Source: an optimization exercise on an open RTL-to-GDS flow (aim: small area). Production flows keep margins and buffers that such runs may drop.
Function was checked by simulation only, so behaviour that the tests miss may differ from the original.
Power is estimated from default activity; no workload was simulated.

## mcd212
module mcd212 (
    input clk,
    input reset,
    input [22:1] cpu_address,
    input [15:0] cpu_din,
    output bit [15:0] cpu_dout,
    input cpu_uds,
    input cpu_lds,
    input cpu_write_strobe,
    output bit cpu_bus_ack,
    input cs,
    output     [7:0] r,
    output     [7:0] g,
    output     [7:0] b,
    output           hsync,
    output           vsync,
    output bit       hblank,
    output           vblank,
    output bit [24:0] sdram_addr,
    output bit        sdram_rd,
    output bit        sdram_wr,
    output bit        sdram_word,
    output bit [15:0] sdram_din,
    input      [15:0] sdram_dout,
    input             sdram_busy,
    output bit        sdram_burst,
    output bit        sdram_refresh,
    input             sdram_burstdata_valid,
    output irq
);
    bit dcr1_cf;   
    bit dcr1_fd;   
    bit ic0;   
    bit dc0;   
    bit ic1;   
    bit dc1;   
    bit ft0;   
    bit ft1;   
    bit di1;   
    bit crsr_st;   
    bit di2;   
    bit it1;   
    bit it2;
    bit [2:0] early_rom_cnt;
    wire cs_early_rom = !early_rom_cnt[2];
    always_ff @(posedge clk) begin
        if (reset) begin
            early_rom_cnt <= 0;
        end else if (cs && cpu_uds && cs_early_rom && cpu_bus_ack) begin
            early_rom_cnt <= early_rom_cnt + 1;
        end
    end
    wire [22:0] cpu_addressb = {cpu_address[22:1], 1'b0};
    wire cs_ram = cpu_addressb <= 23'h3fffff && cs && !cs_early_rom;   
    wire cs_rom = cpu_addressb >= 23'h400000 && cpu_addressb <= 23'h4ffbff && cs;
    wire cs_channel2 = cpu_addressb >= 23'h4fffe0 && cpu_addressb <= 23'h4fffef && cs;
    wire cs_channel1 = cpu_addressb >= 23'h4ffff0 && cpu_addressb <= 23'h4fffff && cs;
    wire cs_rom_fused = (cs_rom || cs_early_rom) && cs;
    wire [19:1] ram_address = {cpu_address[21], cpu_address[18], cpu_address[17:1]};
    bit sdram_busy_q;
    bit parity;
  ...
make LEC_CHECK=0 CAP_MARGIN=20 CORE_MARGIN=2 CORE_UTILIZATION=65 CTS_BUF_LIST='sky130_fd_sc_hd__clkbuf_8 sky130_fd_sc_hd__clkbuf_16' CTS_CLUSTER_DIAMETER=80 CTS_CLUSTER_SIZE=25 GPL_TIMING_DRIVEN=0 PLACE_DENSITY=0.75 SLEW_MARGIN=20 SYNTH_HIERARCHICAL=1 SYNTH_MEMORY_MAX_BITS=8192 SYNTH_MINIMUM_KEEP_SIZE=0 finish   # period 15.0 ns
run.sh (not shown) runs the stock make flow with config.mk's settings and CLKGATE_MAP_FILE= SYNTH_SCRIPT=/design/flow/synth_recipe.tcl, a recipe that flattens the netlist after the stock synthesis.
Change:
==> flow/flow/run.sh (new file) <==
#!/bin/bash
# Layout: the standard flow (standard.sh, all of synthesis to the final
# layout), with two changes made through ORFS's own variables:
#  - the input and output ports get the smallest buffer cell, buf_1;
#  - the resizer's first repair pass (after global placement) does not use
#    buffers larger than buf_6 (see pre_resize.tcl).
# The full output of the flow goes to standard.log in the work folder; ORFS's
# per-step logs are under orfs/logs/.
set -euo pipefail
work=$(pwd)
flowdir=$(cd "$(dirname "${BASH_SOURCE[0]}")" && pwd)
export BUFFER_PORTS_ARGS="-buffer_cell sky130_fd_sc_hd__buf_1"
export PRE_RESIZE_TCL="$flowdir/pre_resize.tcl"
bash "$work/standard.sh" > "$work/standard.log" 2>&1
==> flow/flow/pre_resize.tcl (new file) <==
# Sourced before the resizer's first repair pass (ORFS hook PRE_RESIZE_TCL):
# repair long and high-fanout nets with buffers of at most x6 drive, rather
# than the x8 to x16 buffers it otherwise picks for them.
set_dont_use {sky130_fd_sc_hd__buf_8 sky130_fd_sc_hd__buf_12 sky130_fd_sc_hd__buf_16}
==> flow/standard.sh (new file) <==
#!/bin/bash
# synth_recipe.tcl (not shown) runs the flow's synth.tcl, then flattens the netlist and writes it again
# the make line also repeats each setting of config.mk as NAME=value (left out here)
make -C /OpenROAD-flow-scripts/flow DESIGN_CONFIG=/design/flow/config.mk WORK_HOME=/design/flow/orfs CLKGATE_MAP_FILE= SYNTH_SCRIPT=/design/flow/synth_recipe.tcl "${@:-finish}"
removed: flow/run.sh
Outcome:
- Now the flow finished with antenna rules left
- via count is lower by 0.81%
- synthesized cell count is unchanged
- routed wire length is lower by 0.84%
- setup slack is better by 460 ps
- final area is lower by 1.9%
- global-route usage is lower by 0.41 points
Change:
Settings changed: CTS_CLUSTER_SIZE 25 to 27.
=> The new run finished clean. Clock power fell by a few percent. Via count stays flat. Total power fell by a few percent. Die area stays the same.

-- afterwards: timing with drivers on the ports --
No port has a modelled driver above. Below, the same layouts with a new extraction and two added sets of constraints.
Step 1 sets driving cells, clkbuf_16 on the clock port and buf_2 on the other inputs (assumed; they add their load-dependent delay and slew).
Step 2 adds t to the input delays and takes it off the output delays; t is the mean of the earliest and latest rising clock arrival at the registers after step 1. Input paths then give back, and output paths get back, about the clock's delay inside the block.
Slacks: ideal ports / drivers / drivers and shift; pairs: ideal ports / drivers.
| run | shift t [ns] | setup WS [ns] | clock arrival spread, ns |
|---|---|---|---|
| the first run | 1.036 | 3.554 / 3.450 / 4.487 | 0.067 / 0.067 |
| the second run | 1.048 | 4.016 / 3.909 / 4.957 | 0.097 / 0.098 |
| the third run | 1.073 | 3.886 / 3.797 / 4.869 | 0.100 / 0.101 |
